This design comes from an exercise in tuning for small area and a short achievable clock period on the open sky130 flow, not from production work. The RTL was checked by simulation tests, not by an equivalence proof against the original design. Power and IR drop assume default switching activity.

## flow/design.v (module list and top-level ports; edited modules follow where they fit)
// module ADC: 128 lines
// module magnitude: 34 lines
// module frequency: 36 lines
// module hvsync_generator: 56 lines
// module vga: 1323 lines
// module adc_to_vga: 19 lines
module adc_to_vga(clock, reset, ADC_CS_N, ADC_DIN, ADC_SCLK, ADC_DOUT, vga_R, vga_G,
vga_B, vga_clk, vga_blank, vga_sync, vga_h_sync, vga_v_sync);
  // ...
==> flow/run.sh <==
#!/bin/bash
# synth_recipe.tcl (not shown) runs the flow's synth.tcl, then flattens the netlist and writes it again
# the make line also repeats each setting of config.mk as NAME=value (left out here)
make -C /OpenROAD-flow-scripts/flow DESIGN_CONFIG=/design/flow/config.mk WORK_HOME=/design/flow/orfs CLKGATE_MAP_FILE= SYNTH_SCRIPT=/design/flow/synth_recipe.tcl finish
==> flow/config.mk <==
export PLATFORM = sky130hd
export DESIGN_NAME = adc_to_vga
export DESIGN_NICKNAME = adc_to_vga
export VERILOG_FILES = /design/flow/design.v
export SDC_FILE = /design/flow/constraint.sdc
export NUM_CORES = 4
export LEC_CHECK = 0
export CAP_MARGIN = 20
export CORE_MARGIN = 2
export CORE_UTILIZATION = 40
export SLEW_MARGIN = 20
==> flow/constraint.sdc <==
create_clock -name core_clock -period 110.0 [get_ports {clock}]
set_input_delay 22.0000 -clock core_clock [delete_from_list [all_inputs] [get_ports {clock}]]
set_output_delay 22.0000 -clock core_clock [all_outputs]
set_load 0.01 [all_outputs]
==> impl_metrics.py, run 1 <==
metrics = {
    "run_status": {
        "status": "timing/DRC/antenna clean",
    },
    "route": {
        "avgRoutedWirePerCell_um": 18.21,
        "drcViolationCount": 0,
        "routed_wl_mm": 164.3,
    },
    "layout": {
        "buf_share": 0.02076,
        "nNonClkBuffers": 140,
        "n_all_inverters": 577,
        "fillers": 13028,
        "ff_latch_area_um2": 4886,
        "fin_cells": 9023,
    },
    "setup_path": {
        "critPathBufInv": 14,
        "max_stage_delay_ns": 0.65,
        "critPathKind": "reg2reg",
        "r2r_end": "system_3.freq_int[0]$_SDFFE_PP0P_",
        "rr_startpoint": "system_3.counter[30]$_SDFFE_PP0P_",
    },
    "clock_tree": {
        "postCtsSetupRepairBufs": 0,
        "clk_latency_ns": 0.63,
    },
    "global_route": {
        "grt_start_max_net_pins": 67,
        "antenna_found_initial": 0,
        "grt_pass1_wl_mm": 260.4,
        "met2_usage": 0.3877,
        "grt_use_total": 0.2396,
        "grt.busiest_layer": "met2",
    },
    "power": {
        "pg_seq_w": 0.0000935,
        "switching_share": 0.5807,
        "p_int_w": 0.2876,
    },
    "timing": {
        "fin_crit_ns": 99.82,
        "fin_hold_ws_ns": 0.4372,
        "setup-tns-final_ns": 0,
        "relSlewSlack": 0.2536,
    },
    "placed_design": {
        "place_area_um2": 52850,
    },
    "synth": {
        "yosys.cell_count.top_type": "nor2_1",
        "synth_flop_cell": "dfxtp_1",
        "synth_edf_count": 0,
        "synthSimpleGateAreaFrac": 0.2581,
        "yosysSeqAreaShare": 0.09576,
        "synth_compound_area_frac": 0.2948,
    },
    "floorplanning": {
        "coreArea_um2": 127000,
        "num_rows": 131,
    },
}
==> module ADC, before the edit <==
module ADC	#(parameter CODING = 1'b1, parameter RANGE = 1'b0) 
	(clock, reset, ADC_CS_N, ADC_DIN, ADC_SCLK, ADC_DOUT,serial_parallel_data); 
	input clock, reset;
	reg [11:0] data;         
	output reg ADC_CS_N;          
	output reg ADC_DIN;           
	output reg ADC_SCLK;          
	input ADC_DOUT;               
	integer temp;
	output reg [11:0] serial_parallel_data;
	parameter QUIET0 = 3'b000, QUIET1 = 3'b001, QUIET2 = 3'b010;
	parameter CYCLE0 = 3'b100, CYCLE1 = 3'b101, CYCLE2 = 3'b110, CYCLE3 = 3'b111;
	reg [2:0] state;    
	reg [2:0] addr;     
	reg [3:0] count;    
	reg [14:0] buffer;  
	integer counter_clk;
	reg clk;
	wire [3:0] count_incr;  
	reg ctrl;               
	assign count_incr = count + 1'b1;
	always @(*)
		case (count)
			4'b0000:  
				ctrl = 1'b1;
			4'b0001:  
				ctrl = 1'b0;
			4'b0010:  
				ctrl = 1'b0;
			4'b0011:  
				ctrl = 0;  
			4'b0100:  
				ctrl = 0;  
			4'b0101:  
				ctrl = 0;  
			4'b0110:  
				ctrl = 1'b1;
			4'b0111:  
				ctrl = 1'b1;
			4'b1000:  
				ctrl = 1'b0;
			4'b1001:  
				ctrl = 1'b0;
			4'b1010:  
				ctrl = RANGE;
			4'b1011:  
				ctrl = CODING;
			default:  
				ctrl = 1'b0;
		endcase
	always @(posedge clock) begin
		if (reset) begin
			counter_clk <= 'd0;
			clk <= 1'b0;
		end else if(counter_clk == 'd4) begin
			counter_clk <= 'd0;
			clk <= 1;
		end else begin
			counter_clk <= counter_clk + 1;
			clk <= 0;
		end
	end
	always @(posedge clock)
		if (reset)
			begin
				ADC_CS_N <= 1'b1;
				ADC_DIN <= 1'b0;
				ADC_SCLK <= 1'b1;
				state <= QUIET0;
				addr <= 3'b0;
				count <= 4'b0;
				buffer <= 15'b0;
				data <= 12'b0;
				serial_parallel_data <= 12'b0;
			end
		else if (clk)
			begin
				case (state)
					QUIET0:  
						begin
							state <= QUIET1;
							data <= buffer[11:0];
							serial_parallel_data <= data[11:0];
						end
					QUIET1:
						begin
							state <= QUIET2;
						end
					QUIET2:  
						begin
							state <= CYCLE0;
							ADC_CS_N <= 1'b0;
							ADC_DIN <= ctrl;
							count <= count_incr;
						end
					CYCLE0:  
						begin
							state <= CYCLE1;
							ADC_SCLK <= 1'b0;
						end
					CYCLE1:
						begin
							state <= CYCLE2;
						end
					CYCLE2:  
						begin
							state <= CYCLE3;
							ADC_SCLK <= 1'b1;
						end
					CYCLE3:  
						begin
							if (count == 4'b1111)  
								begin
									state <= QUIET0;
									ADC_CS_N <= 1'b1;
									addr <= addr + 1'b1;
								end
							else
								begin
									state <= CYCLE0;
								end
							ADC_DIN <= ctrl;
							buffer <= {buffer[13:0], ADC_DOUT};
							count <= count_incr;
						end
				endcase
			end
endmodule
==> module magnitude, before the edit <==
module magnitude(voltage,clk,reset,amp,dc_offset);
input reset;
input [11:0] voltage; 
input clk;
output reg [11:0] amp;
integer counter;
output reg [11:0] dc_offset;
reg [11:0] max;
reg [11:0] min;
always @(posedge clk)
if (reset) begin
	amp <= 12'b0;
	max <= 12'b0;
	min <= 12'b111111111111;
	dc_offset <= 12'b0;
	counter <= 'd0;
end else
begin
	if(max<voltage) max<=voltage;
	else max<=max;
	if(min>voltage) min<=voltage;
	else min<=min;
	amp<=(max-min);
	dc_offset<=(max+min)/2;
	counter<=counter+1;
	if(counter==999999)
	begin
		amp <= 12'b0;
		max <= 12'b0;
		min <= 12'b111111111111;
		counter <= 'd0;
	end
end
endmodule
==> module frequency, before the edit <==
module frequency(clk,reset,data,mean,freq_out);
	input clk;
	input reset;
	input [11:0] mean;
	input [11:0] data;
	output reg [31:0] freq_out;
	reg [1:0] mode;
	integer counter;
	integer freq_int;
	wire signed [31:0] freq_const = 'd100000;   
	integer counter_clk;
	reg clk_en;
	always @(posedge clk) begin
		if (reset) begin
			counter <= 'd0;
			mode <= 2'b00;
			freq_out <= 32'b0;
			freq_int <= 'd0;
		end else if(data < mean && mode == 2'b00) begin
			counter <= counter + 'd1;
		end else if(data > mean && mode == 2'b00) begin
			freq_int <= (counter == 0) ? 'd0 : freq_const / counter;
			freq_out <= freq_int[31:0]; 
			counter <= 'd1;
			mode <= 2'b11;
		end else if(data > mean && mode == 2'b11) begin
			counter <= counter + 'd1;
			mode <= 2'b01;
		end else if(data > mean && mode == 2'b01) begin
			counter <= counter + 'd1;
		end else if(data < mean && mode == 2'b01) begin
			counter <= counter + 'd1;
			mode <= 2'b00;
		end
	end
endmodule
==> module hvsync_generator, before the edit <==
module hvsync_generator(
    input clk,
    input en,
    input reset,
    output vga_h_sync,
    output vga_v_sync,
    output reg inDisplayArea,
    output reg [9:0] CounterX,
    output reg [8:0] CounterY
  );
    reg vga_HS, vga_VS;
    wire CounterXmaxed = (CounterX == 800);  
    wire CounterYmaxed = (CounterY == 525);  
    always @(posedge clk)
    if (reset)
      CounterX <= 0;
    else if (!en)
      CounterX <= CounterX;
    else if (CounterXmaxed)
      CounterX <= 0;
    else
      CounterX <= CounterX + 1;
    always @(posedge clk)
    if (reset)
      CounterY <= 0;
    else if (en)
    begin
      if (CounterXmaxed)
      begin
        if(CounterYmaxed)
          CounterY <= 0;
        else
          CounterY <= CounterY + 1;
      end
    end
    always @(posedge clk)
    if (reset)
    begin
      vga_HS <= 1'b0;
      vga_VS <= 1'b0;
    end
    else if (en)
    begin
      vga_HS <= (CounterX > (640 + 16) && (CounterX < (640 + 16 + 96)));    
      vga_VS <= (CounterY > (480 + 10) && (CounterY < (480 + 10 + 2)));    
    end
    always @(posedge clk)
    if (reset)
        inDisplayArea <= 1'b0;
    else if (en)
    begin
        inDisplayArea <= (CounterX < 640) && (CounterY < 480);
    end
    assign vga_h_sync = ~vga_HS;
    assign vga_v_sync = ~vga_VS;
endmodule
==> module adc_to_vga, before the edit <==
module adc_to_vga(clock, reset, ADC_CS_N, ADC_DIN, ADC_SCLK, ADC_DOUT, vga_R, vga_G,
vga_B, vga_clk, vga_blank, vga_sync, vga_h_sync, vga_v_sync);
	output [7:0] vga_R, vga_G, vga_B;
	output wire vga_clk, vga_blank, vga_sync, vga_h_sync, vga_v_sync;
	input clock, reset;
	output wire ADC_CS_N;          
	output wire  ADC_DIN;           
	output wire ADC_SCLK;          
	input ADC_DOUT;               
	wire [11:0] serial_parallel_data;
	wire [11:0] signal_amp;
	wire  [11:0] signal_offset;
	wire  [31:0] signal_frequency;
ADC system_1(.clock(clock), .reset(reset), .ADC_CS_N(ADC_CS_N), .ADC_DIN(ADC_DIN), .ADC_SCLK(ADC_SCLK), .ADC_DOUT(ADC_DOUT), .serial_parallel_data(serial_parallel_data));
magnitude system_2(.voltage(serial_parallel_data), .clk(clock), .reset(reset), .dc_offset(signal_offset), .amp(signal_amp));
frequency system_3(.clk(clock), .reset(reset), .data(serial_parallel_data), .freq_out(signal_frequency),.mean(signal_offset));
vga system_4(.vpp(signal_amp), .offset(signal_offset), .freq(signal_frequency[11:0]),.clk(clock), .reset(reset), .vga_h_sync(vga_h_sync), .vga_v_sync(vga_v_sync),
.vga_R(vga_R), .vga_G(vga_G), .vga_B(vga_B), .vga_clk(vga_clk), .vga_blank(vga_blank), .vga_sync(vga_sync));
endmodule
==> inputs of run 2 (changes only) <==
==> flow/design.v (replaced) <==
module ADC(clock, reset, ADC_CS_N, ADC_DIN, ADC_SCLK, ADC_DOUT, serial_parallel_data, pre_last);
	input clock, reset;
	output reg ADC_CS_N;
	output reg ADC_DIN;
	output reg ADC_SCLK;
	input ADC_DOUT;
	output reg [11:0] serial_parallel_data;
	output pre_last;
	reg [2:0] pre;
	reg [5:0] j;
	reg [11:0] buffer;
	reg [11:0] data;
	wire tick = pre[2] & pre[0];
	assign pre_last = pre[2] & ~pre[0];
	wire [6:0] j_inc = {1'b0, j} + 7'd1;
	wire [5:0] j_next = j_inc[5:0] | {5'b0, j_inc[6]};
	wire [3:0] cnt_next = j_next[5:2];
	wire quiet_next = (cnt_next == 4'd0);
	always @(posedge clock)
		if (reset) pre <= 3'd0;
		else if (pre_last) pre <= 3'd5;
		else if (tick) pre <= 3'd1;
		else pre <= pre + 3'd1;
	always @(posedge clock)
		if (reset) begin
			j <= 6'd1;
			ADC_CS_N <= 1'b1;
			ADC_SCLK <= 1'b1;
			ADC_DIN <= 1'b0;
			buffer <= 12'd0;
			data <= 12'd0;
			serial_parallel_data <= 12'd0;
		end else if (tick) begin
			j <= j_next;
			ADC_CS_N <= quiet_next;
			ADC_SCLK <= quiet_next | ~(j_next[1] ^ j_next[0]);
			ADC_DIN <= (cnt_next == 4'd1) | (cnt_next == 4'd7) | (cnt_next == 4'd8) | (cnt_next == 4'd12);
			if (j == 6'd1) begin
				data <= buffer;
				serial_parallel_data <= data;
			end
			if (j[1:0] == 2'b11 && j[5:2] != 4'd0)
				buffer <= {buffer[10:0], ADC_DOUT};
		end
endmodule
module magnitude(voltage, clk, reset, pre_last, amp_t, amp_u, dc_offset);
input reset;
input [11:0] voltage;
input clk;
input pre_last;
output reg [2:0] amp_t;    
output reg [3:0] amp_u;    
output reg [11:0] dc_offset;
reg [11:0] max;
reg [11:0] min;
reg [17:0] T;
wire wend = pre_last & (T == 18'd199999);
wire [11:0] diff = max - min;
wire [2:0] dt;
wire [3:0] du;
conv50 cv(.x(diff), .t(dt), .u(du));
always @(posedge clk)
if (reset) begin
	amp_t <= 3'd0;
	amp_u <= 4'd0;
	max <= 12'd0;
	min <= 12'hFFF;
	dc_offset <= 12'd0;
	T <= 18'd0;
end else begin
	dc_offset <= ({1'b0, max} + {1'b0, min}) >> 1;
	if (wend) begin
		amp_t <= 3'd0;
		amp_u <= 4'd0;
		max <= 12'd0;
		min <= 12'hFFF;
		T <= 18'd0;
	end else begin
		amp_t <= dt;
		amp_u <= du;
		if (max < voltage) max <= voltage;
		if (min > voltage) min <= voltage;
		if (pre_last) T <= T + 18'd1;
	end
end
endmodule
module conv50(x, t, u);
input [11:0] x;
output [2:0] t;
output [3:0] u;
wire [16:0] p = {5'b0, x} * 17'd25;
wire [5:0] v = p[16:11];
assign t = v / 6'd10;
assign u = v % 6'd10;
endmodule
module frequency(clk, reset, data, mean, f_th, f_h, f_t, f_u);
	input clk;
	input reset;
	input [11:0] mean;
	input [11:0] data;
	output [2:0] f_th;
	output [3:0] f_h, f_t, f_u;
	reg [1:0] mode;
	reg [16:0] e;
	reg [16:0] D;
	reg [16:0] R;
	reg [4:0] s;
	reg [14:0] Q;
	reg [14:0] fout;
	assign f_th = fout[14:12];
	assign f_h = fout[11:8];
	assign f_t = fout[7:4];
	assign f_u = fout[3:0];
	wire lt = data < mean;
	wire gt = data > mean;
	wire xing = gt & ~mode[0];
	wire inc = (lt & ~mode[1]) | (gt & mode[0]);
	wire sat = e[16] & e[15] & ~e[14] & e[13];
	localparam [16:0] N = 17'd100000;
	wire nb = N[5'd16 - s];
	wire [17:0] rs = {R, nb};
	wire [18:0] sub = {1'b0, rs} + {2'b01, ~D};
	wire ge = sub[18];
	wire busy = (s != 5'd17);
	function [3:0] adj(input [3:0] d);
		adj = (d >= 4'd5) ? d + 4'd3 : d;
	endfunction
	wire [3:0] au = adj(Q[3:0]);
	wire [3:0] at = adj(Q[7:4]);
	wire [3:0] ah = adj(Q[11:8]);
	wire [14:0] Qn = {Q[13:12], ah[3], ah[2:0], at[3], at[2:0], au[3], au[2:0], ge};
	always @(posedge clk) begin
		if (reset) begin
			mode <= 2'b00;
			e <= 17'h1FFFF;
			s <= 5'd17;
			Q <= 15'd0;
			fout <= 15'd0;
		end else begin
			if (xing) begin
				fout <= Q;
				Q <= 15'd0;
				D <= e;
				R <= 17'd0;
				s <= 5'd0;
				e <= 17'd0;
				mode <= 2'b11;
			end else begin
				if (inc & ~sat) e <= e + 17'd1;
				if (gt & mode == 2'b11) mode <= 2'b01;
				if (lt & mode == 2'b01) mode <= 2'b00;
				if (busy) begin
					R <= ge ? sub[16:0] : rs[16:0];
					if (s >= 5'd5) Q <= Qn;
					s <= s + 5'd1;
				end
			end
		end
	end
endmodule
module hvsync_generator(
    input clk,
    input en,
    input reset,
    output vga_h_sync,
    output vga_v_sync,
    output reg [9:0] CounterX,
    output reg [8:0] CounterY
  );
    reg vga_HS, vga_VS;
    wire CounterXmaxed = (CounterX == 10'd800);
    always @(posedge clk)
    if (reset) begin
      CounterX <= 10'd0;
      CounterY <= 9'd0;
      vga_HS <= 1'b0;
      vga_VS <= 1'b0;
    end else if (en) begin
      CounterX <= CounterXmaxed ? 10'd0 : CounterX + 10'd1;
      if (CounterXmaxed) CounterY <= CounterY + 9'd1;
      vga_HS <= (CounterX > 10'd656) && (CounterX < 10'd752);
      vga_VS <= (CounterY == 9'd491);
    end
    assign vga_h_sync = ~vga_HS;
    assign vga_v_sync = ~vga_VS;
endmodule
module vga(vpp_t, vpp_u, off, f_th, f_h, f_t, f_u, clk, reset, vga_h_sync, vga_v_sync, vga_R, vga_G, vga_B, vga_clk, vga_blank, vga_sync);
input clk;
input reset;
input [2:0] vpp_t;
input [3:0] vpp_u;
input [11:0] off;
input [2:0] f_th;
input [3:0] f_h, f_t, f_u;
output vga_h_sync, vga_v_sync, vga_clk, vga_blank, vga_sync;
output [7:0] vga_R, vga_G, vga_B;
wire [9:0] X;
wire [8:0] Y;
reg clk_25;
reg r_q, g_q;
wire pix_en = ~clk_25;
always @(posedge clk)
	if (reset) clk_25 <= 1'b0;
	else clk_25 <= ~clk_25;
hvsync_generator sync_gen(.clk(clk), .en(pix_en), .reset(reset), .vga_h_sync(vga_h_sync), .vga_v_sync(vga_v_sync),
                            .CounterX(X), .CounterY(Y));
wire [2:0] off_t;
wire [3:0] off_u;
conv50 cvo(.x(off), .t(off_t), .u(off_u));
wire y40 = (Y == 9'd41) || (Y == 9'd80) || (Y == 9'd120) || (Y == 9'd160) || (Y == 9'd200) || (Y == 9'd240) ||
           (Y == 9'd280) || (Y == 9'd320) || (Y == 9'd360) || (Y == 9'd400) || (Y == 9'd439);
wire x40 = (X == 10'd42) || (X == 10'd81) || (X == 10'd121) || (X == 10'd161) || (X == 10'd201) || (X == 10'd241) ||
           (X == 10'd281) || (X == 10'd321) || (X == 10'd361) || (X == 10'd401) || (X == 10'd441) || (X == 10'd481) ||
           (X == 10'd521) || (X == 10'd561) || (X == 10'd601);
wire yellow = ((X == 10'd42) && (((Y >= 9'd41) && (Y <= 9'd430)) || (Y == 9'd439))) ||
              ((Y == 9'd439) && (X >= 10'd52) && (X <= 10'd601));
wire gonly = ((X >= 10'd43) && (X <= 10'd51) && y40) ||
             ((Y >= 9'd431) && (Y <= 9'd438) && x40);
reg isL, isR, inH;
reg [3:0] dg;
reg qf, qm;
always @(*) begin
	isL = 1'b0; isR = 1'b0; inH = 1'b0; dg = 4'd0; qf = 1'b0; qm = 1'b0;
	if (X < 10'd96) begin
		isL = (X == 10'd79); isR = (X == 10'd90); inH = (X >= 10'd80) && (X <= 10'd90); dg = {1'b0, vpp_t};
	end else if (X < 10'd128) begin
		isL = (X == 10'd98); isR = (X == 10'd108); inH = (X > 10'd98) && (X < 10'd108); dg = vpp_u;
	end else if (X < 10'd176) begin
		isL = (X == 10'd158); isR = (X == 10'd168); inH = (X > 10'd158) && (X < 10'd168);
	end else if (X < 10'd224) begin
		isL = (X == 10'd177); isR = (X == 10'd187); inH = (X > 10'd177) && (X < 10'd187);
	end else if (X < 10'd264) begin
		isL = (X == 10'd247); isR = (X == 10'd257); inH = (X > 10'd247) && (X < 10'd257); dg = {1'b0, off_t};
	end else if (X < 10'd320) begin
		isL = (X == 10'd268); isR = (X == 10'd278); inH = (X > 10'd268) && (X < 10'd278); dg = off_u; qf = 1'b1;
	end else if (X < 10'd412) begin
		isL = (X == 10'd399); isR = (X == 10'd410); inH = (X > 10'd399) && (X < 10'd410);
	end else if (X < 10'd427) begin
		isL = (X == 10'd413); isR = (X == 10'd425); inH = (X > 10'd413) && (X < 10'd425); dg = {1'b0, f_th}; qm = 1'b1;
	end else if (X < 10'd442) begin
		isL = (X == 10'd428); isR = (X == 10'd440); inH = (X > 10'd428) && (X < 10'd440); dg = f_h;
	end else if (X < 10'd457) begin
		isL = (X == 10'd444); isR = (X == 10'd456); inH = (X > 10'd444) && (X < 10'd456); dg = f_t;
	end else begin
		isL = (X == 10'd458); isR = (X == 10'd470); inH = (X > 10'd458) && (X < 10'd470); dg = f_u;
	end
end
reg [6:0] sg;
always @(*) begin
	case (dg)
		4'd0: sg = 7'b1111110;
		4'd1: sg = 7'b0110000;
		4'd2: sg = 7'b1101101;
		4'd3: sg = qf ? 7'b1110011 : 7'b1111001;
		4'd4: sg = qm ? 7'b0110101 : 7'b0110011;
		4'd5: sg = 7'b1011011;
		4'd6: sg = 7'b1011111;
		4'd7: sg = 7'b1110000;
		4'd8: sg = 7'b1111111;
		default: sg = 7'b1111011;
	endcase
end
wire yup = (Y >= 9'd450) && (Y <= 9'd459);
wire ylo = (Y >= 9'd460) && (Y <= 9'd470);
wire dp = ((Y == 9'd469) || (Y == 9'd470)) &&
          (((X == 10'd94) || (X == 10'd95)) || ((X == 10'd171) || (X == 10'd172)) || ((X == 10'd261) || (X == 10'd262)));
wire seg = (inH && (Y == 9'd450) && sg[6]) || (isR && yup && sg[5]) || (isR && ylo && sg[4]) ||
           (inH && (Y == 9'd470) && sg[3]) || (isL && ylo && sg[2]) || (isL && yup && sg[1]) ||
           (inH && (Y == 9'd460) && sg[0]) || dp;
always @(posedge clk)
	if (reset) begin
		r_q <= 1'b0;
		g_q <= 1'b0;
	end else if (pix_en) begin
		r_q <= seg | yellow;
		g_q <= yellow | gonly;
	end
assign vga_R = {8{r_q}};
assign vga_G = {8{g_q}};
assign vga_B = 8'h00;
assign vga_blank = vga_h_sync & vga_v_sync;
assign vga_sync = vga_h_sync & vga_v_sync;
assign vga_clk = clk_25;
endmodule
module adc_to_vga(clock, reset, ADC_CS_N, ADC_DIN, ADC_SCLK, ADC_DOUT, vga_R, vga_G,
vga_B, vga_clk, vga_blank, vga_sync, vga_h_sync, vga_v_sync);
	output [7:0] vga_R, vga_G, vga_B;
	output wire vga_clk, vga_blank, vga_sync, vga_h_sync, vga_v_sync;
	input clock, reset;
	output wire ADC_CS_N;
	output wire ADC_DIN;
	output wire ADC_SCLK;
	input ADC_DOUT;
	wire [11:0] serial_parallel_data;
	wire pre_last;
	wire [2:0] amp_t;
	wire [3:0] amp_u;
	wire [11:0] signal_offset;
	wire [2:0] f_th;
	wire [3:0] f_h, f_t, f_u;
ADC system_1(.clock(clock), .reset(reset), .ADC_CS_N(ADC_CS_N), .ADC_DIN(ADC_DIN), .ADC_SCLK(ADC_SCLK), .ADC_DOUT(ADC_DOUT),
	.serial_parallel_data(serial_parallel_data), .pre_last(pre_last));
magnitude system_2(.voltage(serial_parallel_data), .clk(clock), .reset(reset), .pre_last(pre_last),
	.amp_t(amp_t), .amp_u(amp_u), .dc_offset(signal_offset));
frequency system_3(.clk(clock), .reset(reset), .data(serial_parallel_data), .mean(signal_offset),
	.f_th(f_th), .f_h(f_h), .f_t(f_t), .f_u(f_u));
vga system_4(.vpp_t(amp_t), .vpp_u(amp_u), .off(signal_offset), .f_th(f_th), .f_h(f_h), .f_t(f_t), .f_u(f_u),
	.clk(clock), .reset(reset), .vga_h_sync(vga_h_sync), .vga_v_sync(vga_v_sync),
	.vga_R(vga_R), .vga_G(vga_G), .vga_B(vga_B), .vga_clk(vga_clk), .vga_blank(vga_blank), .vga_sync(vga_sync));
endmodule
==> run 2 against run 1 <==
Compared with the run above: routed wire length decreased by 78%; non-clock buffer count decreased by 96; sequential share of layout area increased by 18 points; final area decreased by 67%; highest routed layer unchanged; fmax increased to 4.2 times the previous value.
==> impl_metrics.py, run 2 <==
metrics = {
    "floorplanning": {
        "num_rows": 73,
        "die_y_um": 205.4,
        "coreArea_um2": 39910,
        "fp.dieW_um": 205.4,
        "start_util": 0.4064,
        "die-area_um2": 42190,
        "io_pins": 35,
    },
    "placed_design": {
        "port_buffers": 26,
        "place_hpwl_mm": 25.79,
        "gp_routability_congestion": 0.9244,
        "dpl.cell_count": 2472,
    },
    "clock_tree": {
        "h-tree-depth": 1,
        "clk_latency_ns": 0.55,
        "cts.sinks": 221,
        "cts_tree": "done",
        "cts-resized-gates": 0,
        "clk_path_buf_depth": 3,
        "clockRootBuffer": "clkbuf_16",
        "clk_pin_slew_ns": 0.06,
        "cts_hold_buffers": 0,
        "postCtsSetupRepairBufs": 0,
        "cts_buffers": 28,
    },
    "timing": {
        "worst_slew_pin_slew_ns": 0.9232,
        "max_freq_ghz": 0.04189,
        "setup-tns-final_ns": 0,
        "fin_hold_ws_ns": 0.4293,
        "min_period_over_period": 0.2170,
        "drv_slew": 0,
        "skew_ns": 0.01454,
        "finalHoldViolations": 0,
        "relSlewSlack": 0.3686,
        "fin_crit_ns": 23.87,
        "rsz0062_at_grt": "false",
        "setup_violations": 0,
    },
    "route": {
        "dr.pass1.iters": 5,
        "avgRoutedWirePerCell_um": 14.25,
        "drcViolationCount": 0,
        "dr.max_layer_used": "met4",
        "antenna_left": 0,
        "routed-wl-met3_mm": 1.661,
        "wl_met1_mm": 17.12,
        "drtIter0Drc": 896,
        "viasPerCell": 5.396,
        "routed_wl_mm": 35.97,
        "num_vias": 13619,
        "met2_length_mm": 16.26,
    },
    "global_route": {
        "first_global_vias": 13013,
        "grt_use_total": 0.1732,
        "grt_pass1_wl_mm": 62.31,
        "grt_overflow": 0,
        "grt_start_max_net_pins": 72,
        "antenna_found_initial": 0,
    },
    "synth": {
        "synth_top_area_share": 0.2308,
        "yosysSeqAreaShare": 0.2937,
        "syn-cell-area_um2": 16220,
        "yosysUniqueCellTypes": 85,
        "yosys.cell_count.top_type": "nand2_1",
        "synth.largest_area_cell": "dfxtp_1",
        "synthTopCellsByCount": "nand2_1 (220), nor2_1 (208), dfxtp_1 (187), ha_1 (179)",
        "yosysWarnings": 5,
        "synth_edf_count": 34,
        "ys_ff_latch": 221,
        "synthTopCellsByArea": "dfxtp_1 (23%), ha_1 (14%), edfxtp_1 (6.3%)",
        "syn-mean-instance-area_um2": 8.051,
        "synthArstFlopShare": 0,
        "synth_flop_cell": "dfxtp_1",
        "synthCells": 2015,
    },
    "layout": {
        "fin_cells": 2524,
        "final_cell_mix": "nand2_1 (220), nor2_1 (207), dfxtp_1 (187), ha_1 (179)",
        "final_common_cell": "nand2_1",
        "largest_reg_flops": 18,
        "drive_gt1_frac": 0.04852,
        "regMostFlops": "system_2.T",
        "diodes": 0,
        "area_delta_synth_final_pct": 9.587,
        "nets": 2174,
    },
    "setup_path": {
        "crit_family": "flip-flops",
        "critical-path-slowest-cell": "dfxtp_1",
        "worst_ep_arrival_time_ns": 1.87,
        "crit_fanout": 13,
        "end_kind": "output pin",
        "cp-start-kind": "flip-flop",
        "crit_required_ns": 88.00,
        "worstPathCellList": "clkdlybuf4s50_1",
        "max_stage_delay_ns": 0.68,
        "critPathKind": "reg2out",
        "critPathBufInv": 1,
    },
    "flow_run": {
        "drv_cap": 0,
    },
    "hold_path": {
        "hp-class": "reg2reg",
    },
    "power": {
        "leakagePower_nw": 7.255,
        "seq_power_share": 0.329,
        "p_switching_w": 0.0001062,
        "powerDensity_nw_per_um2": 17.40,
        "switching_share": 0.3433,
        "p_int_w": 0.0002032,
        "vdd_ir_drop_max_uv": 11.86,
        "p_clk_frac": 0.320,
        "combPwrFrac": 0.351,
    },
    "run_status": {
        "status": "timing/DRC/antenna clean",
    },
}
[run 2: cell count changes after synthesis, moves of 198 or more]
cell / change
nand2_1: -506
o21ai_0: -516
ha_1: -499
inv_1: -412
xnor2_1: -198
a21oi_1: -302
nor2_1: -680
[run 2: per-stage QoR]
stage          setup WS (ns)  instance area [µm²]    util  total power [W]
2_1_floorplan          86.22                16250       -        0.0001892
3_3_place_gp           85.70                16750  0.4196        0.0002086
3_5_place_dp           85.61                16760  0.4199        0.0002117
4_1_cts                86.11                17770  0.4452        0.0003127
5_1_grt                86.04                17780  0.4454        0.0003334
6_report               86.13                17780  0.4454        0.0003094
[run 2: power by group through the flow]
stage               logic (W)  clock network, W  registers, W
global placement     0.000105                 0      0.000103
floorplan           0.0000888                 0      0.000100
CTS                  0.000109          0.000102      0.000102
finish               0.000109         0.0000990      0.000102
global route         0.000125          0.000105      0.000103
detailed placement   0.000109                 0      0.000103
[run 2: final timing paths]
path	slack [ns]	cells after the start	endpoint	startpoint
setup / recovery	86.13	1	vga_clk	system_4.clk_25$_SDFF_PP0_
hold / removal	0.43	0	system_3.D[10]$_DFFE_PP_	system_3.e[10]$_SDFFE_PP1P_
setup reg to reg	102.63	32	system_2.amp_u[2]$_SDFF_PP0_	system_2.min[1]$_SDFFE_PP1N_
hold reg to reg	0.43	0	system_3.D[10]$_DFFE_PP_	system_3.e[10]$_SDFFE_PP1P_
[run 2: area by class of cell]
class	instances	area [µm²]
well taps	525	656.9
inverters	157	589.3
flip-flops and latches	221	4765
repair buffers	44	396.6
clock inverters	17	221.5
fillers	3915	22140
clock buffers	35	788.3
multi-input cells	1525	10360
[run 2: routing by layer]
layer / up-vias / track usage
met5: - / 0
met3: 64 / 0.02344
met4: 0 / 0.05190
met1: 6308 / 0.2358
met2: 287 / 0.2850
li1: 6960 / -
[run 2: cells by family (layout without fill, tap and decap cells)]
family / after synthesis / in the layout / share of synthesized area
AO/OA/AOI/OAI: 464 / 464 / 0.1870
multiplexers: 55 / 55 / 0.03401
adder cells (fa/ha/maj): 194 / 194 / 0.1566
AND/OR/NAND/NOR: 700 / 700 / 0.2011
XOR/XNOR: 104 / 104 / 0.05615
other: 1 / 8 / 0.0002312
buffers and inverters: 276 / 253 / 0.07126
flip-flops: 221 / 221 / 0.2937
==> module vga, before the edit <==
module vga(vpp_t, vpp_u, off, f_th, f_h, f_t, f_u, clk, reset, vga_h_sync, vga_v_sync, vga_R, vga_G, vga_B, vga_clk, vga_blank, vga_sync);
input clk;
input reset;
input [2:0] vpp_t;
input [3:0] vpp_u;
input [11:0] off;
input [2:0] f_th;
input [3:0] f_h, f_t, f_u;
output vga_h_sync, vga_v_sync, vga_clk, vga_blank, vga_sync;
output [7:0] vga_R, vga_G, vga_B;
wire [9:0] X;
wire [8:0] Y;
reg clk_25;
reg r_q, g_q;
wire pix_en = ~clk_25;
always @(posedge clk)
	if (reset) clk_25 <= 1'b0;
	else clk_25 <= ~clk_25;
hvsync_generator sync_gen(.clk(clk), .en(pix_en), .reset(reset), .vga_h_sync(vga_h_sync), .vga_v_sync(vga_v_sync),
                            .CounterX(X), .CounterY(Y));
wire [2:0] off_t;
wire [3:0] off_u;
conv50 cvo(.x(off), .t(off_t), .u(off_u));
wire y40 = (Y == 9'd41) || (Y == 9'd80) || (Y == 9'd120) || (Y == 9'd160) || (Y == 9'd200) || (Y == 9'd240) ||
           (Y == 9'd280) || (Y == 9'd320) || (Y == 9'd360) || (Y == 9'd400) || (Y == 9'd439);
wire x40 = (X == 10'd42) || (X == 10'd81) || (X == 10'd121) || (X == 10'd161) || (X == 10'd201) || (X == 10'd241) ||
           (X == 10'd281) || (X == 10'd321) || (X == 10'd361) || (X == 10'd401) || (X == 10'd441) || (X == 10'd481) ||
           (X == 10'd521) || (X == 10'd561) || (X == 10'd601);
wire yellow = ((X == 10'd42) && (((Y >= 9'd41) && (Y <= 9'd430)) || (Y == 9'd439))) ||
              ((Y == 9'd439) && (X >= 10'd52) && (X <= 10'd601));
wire gonly = ((X >= 10'd43) && (X <= 10'd51) && y40) ||
             ((Y >= 9'd431) && (Y <= 9'd438) && x40);
reg isL, isR, inH;
reg [3:0] dg;
reg qf, qm;
always @(*) begin
	isL = 1'b0; isR = 1'b0; inH = 1'b0; dg = 4'd0; qf = 1'b0; qm = 1'b0;
	if (X < 10'd96) begin
		isL = (X == 10'd79); isR = (X == 10'd90); inH = (X >= 10'd80) && (X <= 10'd90); dg = {1'b0, vpp_t};
	end else if (X < 10'd128) begin
		isL = (X == 10'd98); isR = (X == 10'd108); inH = (X > 10'd98) && (X < 10'd108); dg = vpp_u;
	end else if (X < 10'd176) begin
		isL = (X == 10'd158); isR = (X == 10'd168); inH = (X > 10'd158) && (X < 10'd168);
	end else if (X < 10'd224) begin
		isL = (X == 10'd177); isR = (X == 10'd187); inH = (X > 10'd177) && (X < 10'd187);
	end else if (X < 10'd264) begin
		isL = (X == 10'd247); isR = (X == 10'd257); inH = (X > 10'd247) && (X < 10'd257); dg = {1'b0, off_t};
	end else if (X < 10'd320) begin
		isL = (X == 10'd268); isR = (X == 10'd278); inH = (X > 10'd268) && (X < 10'd278); dg = off_u; qf = 1'b1;
	end else if (X < 10'd412) begin
		isL = (X == 10'd399); isR = (X == 10'd410); inH = (X > 10'd399) && (X < 10'd410);
	end else if (X < 10'd427) begin
		isL = (X == 10'd413); isR = (X == 10'd425); inH = (X > 10'd413) && (X < 10'd425); dg = {1'b0, f_th}; qm = 1'b1;
	end else if (X < 10'd442) begin
		isL = (X == 10'd428); isR = (X == 10'd440); inH = (X > 10'd428) && (X < 10'd440); dg = f_h;
	end else if (X < 10'd457) begin
		isL = (X == 10'd444); isR = (X == 10'd456); inH = (X > 10'd444) && (X < 10'd456); dg = f_t;
	end else begin
		isL = (X == 10'd458); isR = (X == 10'd470); inH = (X > 10'd458) && (X < 10'd470); dg = f_u;
	end
end
reg [6:0] sg;
always @(*) begin
	case (dg)
		4'd0: sg = 7'b1111110;
		4'd1: sg = 7'b0110000;
		4'd2: sg = 7'b1101101;
		4'd3: sg = qf ? 7'b1110011 : 7'b1111001;
		4'd4: sg = qm ? 7'b0110101 : 7'b0110011;
		4'd5: sg = 7'b1011011;
		4'd6: sg = 7'b1011111;
		4'd7: sg = 7'b1110000;
		4'd8: sg = 7'b1111111;
		default: sg = 7'b1111011;
	endcase
end
wire yup = (Y >= 9'd450) && (Y <= 9'd459);
wire ylo = (Y >= 9'd460) && (Y <= 9'd470);
wire dp = ((Y == 9'd469) || (Y == 9'd470)) &&
          (((X == 10'd94) || (X == 10'd95)) || ((X == 10'd171) || (X == 10'd172)) || ((X == 10'd261) || (X == 10'd262)));
wire seg = (inH && (Y == 9'd450) && sg[6]) || (isR && yup && sg[5]) || (isR && ylo && sg[4]) ||
           (inH && (Y == 9'd470) && sg[3]) || (isL && ylo && sg[2]) || (isL && yup && sg[1]) ||
           (inH && (Y == 9'd460) && sg[0]) || dp;
always @(posedge clk)
	if (reset) begin
		r_q <= 1'b0;
		g_q <= 1'b0;
	end else if (pix_en) begin
		r_q <= seg | yellow;
		g_q <= yellow | gonly;
	end
assign vga_R = {8{r_q}};
assign vga_G = {8{g_q}};
assign vga_B = 8'h00;
assign vga_blank = vga_h_sync & vga_v_sync;
assign vga_sync = vga_h_sync & vga_v_sync;
assign vga_clk = clk_25;
endmodule
==> inputs of run 3 (changes only) <==
--- a/flow/design.v
+++ b/flow/design.v
@@ -43,22 +43,61 @@
 				buffer <= {buffer[10:0], ADC_DOUT};
 		end
 endmodule
-module magnitude(voltage, clk, reset, pre_last, amp_t, amp_u, dc_offset);
+module magnitude(voltage, clk, reset, pre_last, sel, cv_x, cv_t, cv_u, amp_t, amp_u, dc_offset);
 input reset;
 input [11:0] voltage;
 input clk;
 input pre_last;
-output reg [2:0] amp_t;    
-output reg [3:0] amp_u;    
+input sel;
+output [11:0] cv_x;
+input [2:0] cv_t;
+input [3:0] cv_u;
+output reg [2:0] amp_t;
+output reg [3:0] amp_u;
 output reg [11:0] dc_offset;
 reg [11:0] max;
 reg [11:0] min;
 reg [17:0] T;
-wire wend = pre_last & (T == 18'd199999);
-wire [11:0] diff = max - min;
-wire [2:0] dt;
-wire [3:0] du;
-conv50 cv(.x(diff), .t(dt), .u(du));
+function lt12(input [11:0] a, input [11:0] b);
+	integer i;
+	reg l;
+	begin
+		l = 1'b0;
+		for (i = 0; i < 12; i = i + 1)
+			l = (~a[i] & b[i]) | (~(a[i] ^ b[i]) & l);
+		lt12 = l;
+	end
+endfunction
+function [12:0] add12(input [11:0] a, input [11:0] b, input ci);
+	integer i;
+	reg c;
+	begin
+		c = ci;
+		for (i = 0; i < 12; i = i + 1) begin
+			add12[i] = a[i] ^ b[i] ^ c;
+			c = (a[i] & b[i]) | (c & (a[i] ^ b[i]));
+		end
+		add12[12] = c;
+	end
+endfunction
+function [18:0] inc18(input [17:0] x, input ci);
+	integer i;
+	reg c;
+	begin
+		c = ci;
+		for (i = 0; i < 18; i = i + 1) begin
+			inc18[i] = x[i] ^ c;
+			c = c & x[i];
+		end
+		inc18[18] = c;
+	end
+endfunction
+localparam [17:0] T0 = 18'd62144;    
+wire [18:0] Tn = inc18(T, 1'b1);
+wire wend = pre_last & Tn[18];
+wire [12:0] sum = add12(max, min, 1'b0);
+wire [12:0] dif = add12(max, ~min, 1'b1);
+assign cv_x = sel ? dc_offset : dif[11:0];
 always @(posedge clk)
 if (reset) begin
 	amp_t <= 3'd0;
@@ -66,21 +105,23 @@
 	max <= 12'd0;
 	min <= 12'hFFF;
 	dc_offset <= 12'd0;
-	T <= 18'd0;
+	T <= T0;
 end else begin
-	dc_offset <= ({1'b0, max} + {1'b0, min}) >> 1;
+	dc_offset <= sum[12:1];
 	if (wend) begin
 		amp_t <= 3'd0;
 		amp_u <= 4'd0;
 		max <= 12'd0;
 		min <= 12'hFFF;
-		T <= 18'd0;
+		T <= T0;
 	end else begin
-		amp_t <= dt;
-		amp_u <= du;
-		if (max < voltage) max <= voltage;
-		if (min > voltage) min <= voltage;
-		if (pre_last) T <= T + 18'd1;
+		if (~sel) begin
+			amp_t <= cv_t;
+			amp_u <= cv_u;
+		end
+		if (lt12(max, voltage)) max <= voltage;
+		if (lt12(voltage, min)) min <= voltage;
+		if (pre_last) T <= Tn[17:0];
 	end
 end
 endmodule
@@ -88,10 +129,36 @@
 input [11:0] x;
 output [2:0] t;
 output [3:0] u;
-wire [16:0] p = {5'b0, x} * 17'd25;
-wire [5:0] v = p[16:11];
-assign t = v / 6'd10;
-assign u = v % 6'd10;
+function [13:0] add14(input [13:0] a, input [13:0] b);
+	integer i;
+	reg c;
+	begin
+		c = 1'b0;
+		for (i = 0; i < 14; i = i + 1) begin
+			add14[i] = a[i] ^ b[i] ^ c;
+			c = (a[i] & b[i]) | (c & (a[i] ^ b[i]));
+		end
+	end
+endfunction
+wire [13:0] p = add14(add14({1'b0, x, 1'b0}, {2'b0, x}), {5'b0, x[11:3]});
+wire [5:0] v = p[13:8];
+reg [6:0] tu;
+always @(*) begin
+	case (v)
+		6'd0: tu = 7'h00; 6'd1: tu = 7'h01; 6'd2: tu = 7'h02; 6'd3: tu = 7'h03; 6'd4: tu = 7'h04;
+		6'd5: tu = 7'h05; 6'd6: tu = 7'h06; 6'd7: tu = 7'h07; 6'd8: tu = 7'h08; 6'd9: tu = 7'h09;
+		6'd10: tu = 7'h10; 6'd11: tu = 7'h11; 6'd12: tu = 7'h12; 6'd13: tu = 7'h13; 6'd14: tu = 7'h14;
+		6'd15: tu = 7'h15; 6'd16: tu = 7'h16; 6'd17: tu = 7'h17; 6'd18: tu = 7'h18; 6'd19: tu = 7'h19;
+		6'd20: tu = 7'h20; 6'd21: tu = 7'h21; 6'd22: tu = 7'h22; 6'd23: tu = 7'h23; 6'd24: tu = 7'h24;
+		6'd25: tu = 7'h25; 6'd26: tu = 7'h26; 6'd27: tu = 7'h27; 6'd28: tu = 7'h28; 6'd29: tu = 7'h29;
+		6'd30: tu = 7'h30; 6'd31: tu = 7'h31; 6'd32: tu = 7'h32; 6'd33: tu = 7'h33; 6'd34: tu = 7'h34;
+		6'd35: tu = 7'h35; 6'd36: tu = 7'h36; 6'd37: tu = 7'h37; 6'd38: tu = 7'h38; 6'd39: tu = 7'h39;
+		6'd40: tu = 7'h40; 6'd41: tu = 7'h41; 6'd42: tu = 7'h42; 6'd43: tu = 7'h43; 6'd44: tu = 7'h44;
+		6'd45: tu = 7'h45; 6'd46: tu = 7'h46; 6'd47: tu = 7'h47; 6'd48: tu = 7'h48; default: tu = 7'h49;
+	endcase
+end
+assign t = tu[6:4];
+assign u = tu[3:0];
 endmodule
 module frequency(clk, reset, data, mean, f_th, f_h, f_t, f_u);
 	input clk;
@@ -102,7 +169,7 @@
 	output [3:0] f_h, f_t, f_u;
 	reg [1:0] mode;
 	reg [16:0] e;
-	reg [16:0] D;
+	reg [4:0] aux;
 	reg [16:0] R;
 	reg [4:0] s;
 	reg [14:0] Q;
@@ -111,24 +178,78 @@
 	assign f_h = fout[11:8];
 	assign f_t = fout[7:4];
 	assign f_u = fout[3:0];
-	wire lt = data < mean;
-	wire gt = data > mean;
+	function lt12(input [11:0] a, input [11:0] b);
+		integer i;
+		reg l;
+		begin
+			l = 1'b0;
+			for (i = 0; i < 12; i = i + 1)
+				l = (~a[i] & b[i]) | (~(a[i] ^ b[i]) & l);
+			lt12 = l;
+		end
+	endfunction
+	function [17:0] inc17(input [16:0] x, input ci);
+		integer i;
+		reg c;
+		begin
+			c = ci;
+			for (i = 0; i < 17; i = i + 1) begin
+				inc17[i] = x[i] ^ c;
+				c = c & x[i];
+			end
+			inc17[17] = c;
+		end
+	endfunction
+	function [18:0] sub18(input [17:0] a, input [17:0] b);
+		integer i;
+		reg c;
+		begin
+			c = 1'b0;
+			for (i = 0; i < 18; i = i + 1) begin
+				sub18[i] = a[i] ^ ~b[i] ^ c;
+				c = (a[i] & ~b[i]) | (c & (a[i] ^ ~b[i]));
+			end
+			sub18[18] = c;
+		end
+	endfunction
+	wire lt = lt12(data, mean);
+	wire eq = (data == mean);
+	wire gt = ~lt & ~eq;
 	wire xing = gt & ~mode[0];
 	wire inc = (lt & ~mode[1]) | (gt & mode[0]);
 	wire sat = e[16] & e[15] & ~e[14] & e[13];
-	localparam [16:0] N = 17'd100000;
-	wire nb = N[5'd16 - s];
+	wire [17:0] e1x = inc17(e, 1'b1);
+	wire [16:0] e1 = e1x[16:0];
+	wire [17:0] a1x = inc17({12'd0, aux}, inc);
+	wire [4:0] aux1 = a1x[4:0];
+	reg nb;
+	always @(*) begin
+		case (s)
+			5'd0, 5'd1, 5'd6, 5'd7, 5'd9, 5'd11: nb = 1'b1;
+			default: nb = 1'b0;
+		endcase
+	end
 	wire [17:0] rs = {R, nb};
-	wire [18:0] sub = {1'b0, rs} + {2'b01, ~D};
-	wire ge = sub[18];
-	wire busy = (s != 5'd17);
+	wire [18:0] dfx = sub18(rs, {1'b0, e});
+	wire [17:0] df = dfx[17:0];
+	wire ge = dfx[18];
+	wire busy = ~(s[4] & s[0]);    
+	wire last = s[4];
 	function [3:0] adj(input [3:0] d);
-		adj = (d >= 4'd5) ? d + 4'd3 : d;
+		case (d)
+			4'd5: adj = 4'd8;
+			4'd6: adj = 4'd9;
+			4'd7: adj = 4'd10;
+			4'd8: adj = 4'd11;
+			4'd9: adj = 4'd12;
+			default: adj = d;
+		endcase
 	endfunction
 	wire [3:0] au = adj(Q[3:0]);
 	wire [3:0] at = adj(Q[7:4]);
 	wire [3:0] ah = adj(Q[11:8]);
 	wire [14:0] Qn = {Q[13:12], ah[3], ah[2:0], at[3], at[2:0], au[3], au[2:0], ge};
+	wire qstep = (s >= 5'd5);
 	always @(posedge clk) begin
 		if (reset) begin
 			mode <= 2'b00;
@@ -140,20 +261,21 @@
 			if (xing) begin
 				fout <= Q;
 				Q <= 15'd0;
-				D <= e;
 				R <= 17'd0;
 				s <= 5'd0;
-				e <= 17'd0;
+				aux <= 5'd0;
 				mode <= 2'b11;
 			end else begin
-				if (inc & ~sat) e <= e + 17'd1;
 				if (gt & mode == 2'b11) mode <= 2'b01;
 				if (lt & mode == 2'b01) mode <= 2'b00;
 				if (busy) begin
-					R <= ge ? sub[16:0] : rs[16:0];
-					if (s >= 5'd5) Q <= Qn;
+					R <= ge ? df[16:0] : rs[16:0];
+					if (qstep) Q <= Qn;
 					s <= s + 5'd1;
-				end
+					aux <= aux1;
+					if (last) e <= {12'd0, aux1};
+				end else if (inc & ~sat)
+					e <= e1;
 			end
 		end
 	end
@@ -168,7 +290,20 @@
     output reg [8:0] CounterY
   );
     reg vga_HS, vga_VS;
+    function [9:0] inc10(input [9:0] x);
+      integer i;
+      reg c;
+      begin
+        c = 1'b1;
+        for (i = 0; i < 10; i = i + 1) begin
+          inc10[i] = x[i] ^ c;
+          c = c & x[i];
+        end
+      end
+    endfunction
     wire CounterXmaxed = (CounterX == 10'd800);
+    wire [9:0] xn = inc10(CounterX);
+    wire [9:0] yn = inc10({1'b0, CounterY});
     always @(posedge clk)
     if (reset) begin
       CounterX <= 10'd0;
@@ -176,20 +311,22 @@
       vga_HS <= 1'b0;
       vga_VS <= 1'b0;
     end else if (en) begin
-      CounterX <= CounterXmaxed ? 10'd0 : CounterX + 10'd1;
-      if (CounterXmaxed) CounterY <= CounterY + 9'd1;
+      CounterX <= CounterXmaxed ? 10'd0 : xn;
+      if (CounterXmaxed) CounterY <= yn[8:0];
       vga_HS <= (CounterX > 10'd656) && (CounterX < 10'd752);
       vga_VS <= (CounterY == 9'd491);
     end
     assign vga_h_sync = ~vga_HS;
     assign vga_v_sync = ~vga_VS;
 endmodule
-module vga(vpp_t, vpp_u, off, f_th, f_h, f_t, f_u, clk, reset, vga_h_sync, vga_v_sync, vga_R, vga_G, vga_B, vga_clk, vga_blank, vga_sync);
+module vga(vpp_t, vpp_u, off_t, off_u, sel, f_th, f_h, f_t, f_u, clk, reset, vga_h_sync, vga_v_sync, vga_R, vga_G, vga_B, vga_clk, vga_blank, vga_sync);
 input clk;
 input reset;
 input [2:0] vpp_t;
 input [3:0] vpp_u;
-input [11:0] off;
+input [2:0] off_t;
+input [3:0] off_u;
+output sel;
 input [2:0] f_th;
 input [3:0] f_h, f_t, f_u;
 output vga_h_sync, vga_v_sync, vga_clk, vga_blank, vga_sync;
@@ -204,9 +341,7 @@
 	else clk_25 <= ~clk_25;
 hvsync_generator sync_gen(.clk(clk), .en(pix_en), .reset(reset), .vga_h_sync(vga_h_sync), .vga_v_sync(vga_v_sync),
                             .CounterX(X), .CounterY(Y));
-wire [2:0] off_t;
-wire [3:0] off_u;
-conv50 cvo(.x(off), .t(off_t), .u(off_u));
+assign sel = (X >= 10'd240) && (X < 10'd320);
 wire y40 = (Y == 9'd41) || (Y == 9'd80) || (Y == 9'd120) || (Y == 9'd160) || (Y == 9'd200) || (Y == 9'd240) ||
            (Y == 9'd280) || (Y == 9'd320) || (Y == 9'd360) || (Y == 9'd400) || (Y == 9'd439);
 wire x40 = (X == 10'd42) || (X == 10'd81) || (X == 10'd121) || (X == 10'd161) || (X == 10'd201) || (X == 10'd241) ||
@@ -296,15 +431,20 @@
 	wire [2:0] amp_t;
 	wire [3:0] amp_u;
 	wire [11:0] signal_offset;
+	wire sel;
+	wire [11:0] cv_x;
+	wire [2:0] cv_t;
+	wire [3:0] cv_u;
 	wire [2:0] f_th;
 	wire [3:0] f_h, f_t, f_u;
 ADC system_1(.clock(clock), .reset(reset), .ADC_CS_N(ADC_CS_N), .ADC_DIN(ADC_DIN), .ADC_SCLK(ADC_SCLK), .ADC_DOUT(ADC_DOUT),
 	.serial_parallel_data(serial_parallel_data), .pre_last(pre_last));
-magnitude system_2(.voltage(serial_parallel_data), .clk(clock), .reset(reset), .pre_last(pre_last),
+magnitude system_2(.voltage(serial_parallel_data), .clk(clock), .reset(reset), .pre_last(pre_last), .sel(sel), .cv_x(cv_x), .cv_t(cv_t), .cv_u(cv_u),
 	.amp_t(amp_t), .amp_u(amp_u), .dc_offset(signal_offset));
+conv50 cv(.x(cv_x), .t(cv_t), .u(cv_u));
 frequency system_3(.clk(clock), .reset(reset), .data(serial_parallel_data), .mean(signal_offset),
 	.f_th(f_th), .f_h(f_h), .f_t(f_t), .f_u(f_u));
-vga system_4(.vpp_t(amp_t), .vpp_u(amp_u), .off(signal_offset), .f_th(f_th), .f_h(f_h), .f_t(f_t), .f_u(f_u),
+vga system_4(.vpp_t(amp_t), .vpp_u(amp_u), .off_t(cv_t), .off_u(cv_u), .sel(sel), .f_th(f_th), .f_h(f_h), .f_t(f_t), .f_u(f_u),
 	.clk(clock), .reset(reset), .vga_h_sync(vga_h_sync), .vga_v_sync(vga_v_sync),
 	.vga_R(vga_R), .vga_G(vga_G), .vga_B(vga_B), .vga_clk(vga_clk), .vga_blank(vga_blank), .vga_sync(vga_sync));
 endmodule
--- a/flow/config.mk
+++ b/flow/config.mk
@@ -5,6 +5,7 @@
 export SDC_FILE = /design/flow/constraint.sdc
 export NUM_CORES = 4
 export LEC_CHECK = 0
+export ABC_AREA = 1
 export CAP_MARGIN = 20
 export CORE_MARGIN = 2
 export CORE_UTILIZATION = 40
==> run 3 against run 2 <==
Compared with the run above: critical path depth unchanged; utilization down 0.24 points; worst hold slack better by 0.032 ns; count of clock-buffer cells in the layout up 3; sequential power up 7%; largest cell class unchanged; largest power group unchanged.
==> impl_metrics.py, run 3 <==
metrics = {
    "setup_path": {
        "cp-start-kind": "flip-flop",
        "max_stage_delay_ns": 0.95,
        "r2r_end": "system_3.R[6]$_SDFFCE_PP0P_",
        "reg2regPathDepth": 27,
        "r2r_slack_ns": 100.32,
        "crit_required_ns": 88.00,
        "critPathBufInv": 1,
        "critical-path-slowest-cell": "dfxtp_1",
        "crit_family": "flip-flops",
        "worstPathCellList": "clkdlybuf4s50_1",
        "end_kind": "output pin",
        "critPathKind": "reg2out",
        "cp.depth": 1,
        "worst_ep_arrival_time_ns": 2.16,
        "rr_startpoint": "system_3.s[0]$_SDFFE_PP1N_",
        "crit_fanout": 22,
    },
    "clock_tree": {
        "clk_latency_ns": 0.54,
        "clk_path_buf_depth": 3,
        "cts.sinks": 209,
        "cts_hold_buffers": 0,
        "cts-resized-gates": 0,
        "clockRootBuffer": "clkbuf_16",
        "cts_tree": "done",
        "cts_buffers": 26,
        "h-tree-depth": 1,
        "postCtsSetupRepairBufs": 0,
        "clk_pin_slew_ns": 0.06,
    },
    "layout": {
        "top_regs": "system_2.T x18, system_3.R x17, system_3.e x17",
        "drive_gt1_frac": 0.06589,
        "diodes": 0,
        "final_common_cell": "nand2_1",
        "fin_area_um2": 15230,
        "fillers": 3527,
        "regMostFlops": "system_2.T",
        "nets": 2047,
        "largest_reg_flops": 18,
        "area_delta_synth_final_pct": 9.334,
        "final_cell_mix": "nand2_1 (365), inv_1 (258), dfxtp_1 (187), nor2_1 (171), nand3_1 (131)",
        "final_util": 0.4430,
    },
    "global_route": {
        "first_global_vias": 11559,
        "grt_overflow": 0,
        "grt_start_max_net_pins": 87,
        "grt_use_total": 0.1909,
        "grt_pass1_wl_mm": 57.62,
        "antenna_found_initial": 0,
    },
    "synth": {
        "yosysWarnings": 6,
        "synthCells": 1901,
        "yosysSeqAreaShare": 0.3162,
        "yosys.cell_count.top_type": "nand2_1",
        "synth.largest_area_cell": "dfxtp_1",
        "synth_flop_cell": "dfxtp_1",
        "synth_edf_count": 22,
        "synthArstFlopShare": 0,
        "synthTopCellsByArea": "dfxtp_1 (27%), ha_1 (10%), nand2_1 (9.9%)",
        "yosysUniqueCellTypes": 55,
        "synthTopCellsByCount": "nand2_1 (366), inv_1 (259), dfxtp_1 (187), nor2_1 (172), nand3_1 (131)",
        "syn-mean-instance-area_um2": 7.326,
        "synth_top_area_share": 0.2688,
        "ys_ff_latch": 209,
        "syn-cell-area_um2": 13930,
    },
    "floorplanning": {
        "io_pins": 35,
        "num_rows": 68,
        "start_util": 0.4052,
        "coreArea_um2": 34370,
        "fp.dieW_um": 190.6,
        "die-area_um2": 36330,
        "die_y_um": 190.6,
    },
    "placed_design": {
        "place_hpwl_mm": 25.08,
        "gp_routability_congestion": 0.9948,
        "port_buffers": 26,
        "place_area_um2": 14400,
        "preCtsSetupSlack_ns": 85.48,
    },
    "timing": {
        "worst_slack_ns": 85.84,
        "min_period_over_period": 0.2196,
        "finalHoldViolations": 0,
        "max_freq_ghz": 0.04139,
        "relSlewSlack": 0.2615,
        "setup_violations": 0,
        "drv_slew": 0,
        "worst_slew_pin_slew_ns": 1.080,
        "fin_crit_ns": 24.16,
        "skew_ns": 0.02035,
        "rsz0062_at_grt": "false",
        "setup-tns-final_ns": 0,
    },
    "power": {
        "power_w": 0.0004428,
        "vdd_ir_drop_max_uv": 22.39,
        "leakagePower_nw": 6.891,
        "powerDensity_nw_per_um2": 29.08,
    },
    "route": {
        "antenna_left": 0,
        "drcViolationCount": 0,
        "drtIter0Drc": 673,
        "routed_wl_mm": 34.63,
        "viasPerCell": 5.181,
        "avgRoutedWirePerCell_um": 14.72,
        "dr.pass1.iters": 5,
        "num_vias": 12186,
    },
    "run_status": {
        "status": "timing/DRC/antenna clean",
    },
    "flow_run": {
        "drv_cap": 0,
    },
    "hold_path": {
        "hp-class": "reg2reg",
        "whs_endpoint": "system_1.pre[1]$_SDFF_PP0_",
        "hold_path_startpoint": "system_1.pre[2]$_SDFF_PP0_",
        "hold_depth": 1,
    },
}
[run 3: cell type report]
class | count | area [µm²] | share of cell area
inverters | 287 | 1080 | 0.07091
flip-flops and latches | 209 | 4404 | 0.2892
repair buffers | 35 | 322.8 | 0.02120
well taps | 455 | 569.3 | 0.03739
clock inverters | 8 | 82.58 | 0.005423
multi-input cells | 1320 | 8023 | 0.5269
clock buffers | 38 | 745.7 | 0.04897
[run 3: where the power goes]
part           internal (W)  switching, W   total, W
registers         0.0000976     0.0000113   0.000109
clock network     0.0000492     0.0000335  0.0000827
logic             0.0000903      0.000161   0.000251
total              0.000237      0.000206   0.000443
[run 3: layer usage]
layer,wire length [µm],part of all wire,GRT usage
met1,16610,0.48,0.2620
met3,1753,0.051,0.02926
met4,703,0.020,0.04621
met2,15560,0.45,0.3150
met5,0,0,0
[run 3: worst max-delay path by stage]
| stage | from | endpoint | slack, ns |
|---|---|---|---|
| after floorplan | reset | system_3.R[0]$_SDFFCE_PP0P_ | 86.26 |
| after global placement | reset | system_2.amp_t[0]$_SDFFE_PP0N_ | 85.59 |
| after detailed placement | reset | system_2.amp_t[0]$_SDFFE_PP0N_ | 85.48 |
| after CTS | system_4.clk_25$_SDFF_PP0_ | vga_clk | 85.81 |
| after global routing | system_4.clk_25$_SDFF_PP0_ | vga_clk | 85.74 |
| final | system_4.clk_25$_SDFF_PP0_ | vga_clk | 85.84 |
[run 3: logic make-up after synthesis]
| kind of cell | Yosys count | share of synthesized area |
|---|---|---|
| AND/OR/NAND/NOR | 797 | 0.2516 |
| buffers and inverters | 379 | 0.1107 |
| AO/OA/AOI/OAI | 339 | 0.1396 |
| flip-flops | 209 | 0.3162 |
| adder cells (fa/ha/maj) | 165 | 0.1746 |
| XOR/XNOR | 11 | 0.006918 |
| other | 1 | 0.0002693 |
[run 3: through the flow]
step                cells  hold slack, ns
detailed placement   2306          0.4456
finish               2352          0.4612
global placement     2306          0.4363
floorplan            1908          0.4263
CTS                  2352          0.4643
global route         2352          0.4923

-- static timing again, ports no longer ideal --
In the flow no input, the clock included, has a driving cell. The finished layouts below were timed again as built, in two steps. Step 1 assumes that a clkbuf_16 drives the clock port and a buf_2 every other input. Step 2 adds t to the input delays and takes it off the output delays; t is the mean of the earliest and latest rising clock arrival at the registers after step 1. Input paths then give back, and output paths get back, about the clock's delay inside the block. Slacks: ideal ports / drivers / drivers and shift; pairs: ideal ports / drivers.
| run | t (ns) | slack for setup (ns) | latest minus earliest clock arrival (ns) | worst slew at a driven data input, ns |
|---|---|---|---|---|
| run 1 | 0.681 | 10.182 / 10.182 / 10.182 | 0.026 / 0.027 | 0.07 |
| run 2 | 0.593 | 86.129 / 86.079 / 85.699 | 0.015 / 0.015 | 0.04 |
| run 3 | 0.579 | 85.840 / 85.790 / 85.493 | 0.021 / 0.021 | 0.03 |
After both steps every run listed still meets setup and hold. For run 2, which loses most, drivers alone change the setup slack by -0.050 ns; drivers and shift together by -0.430 ns.
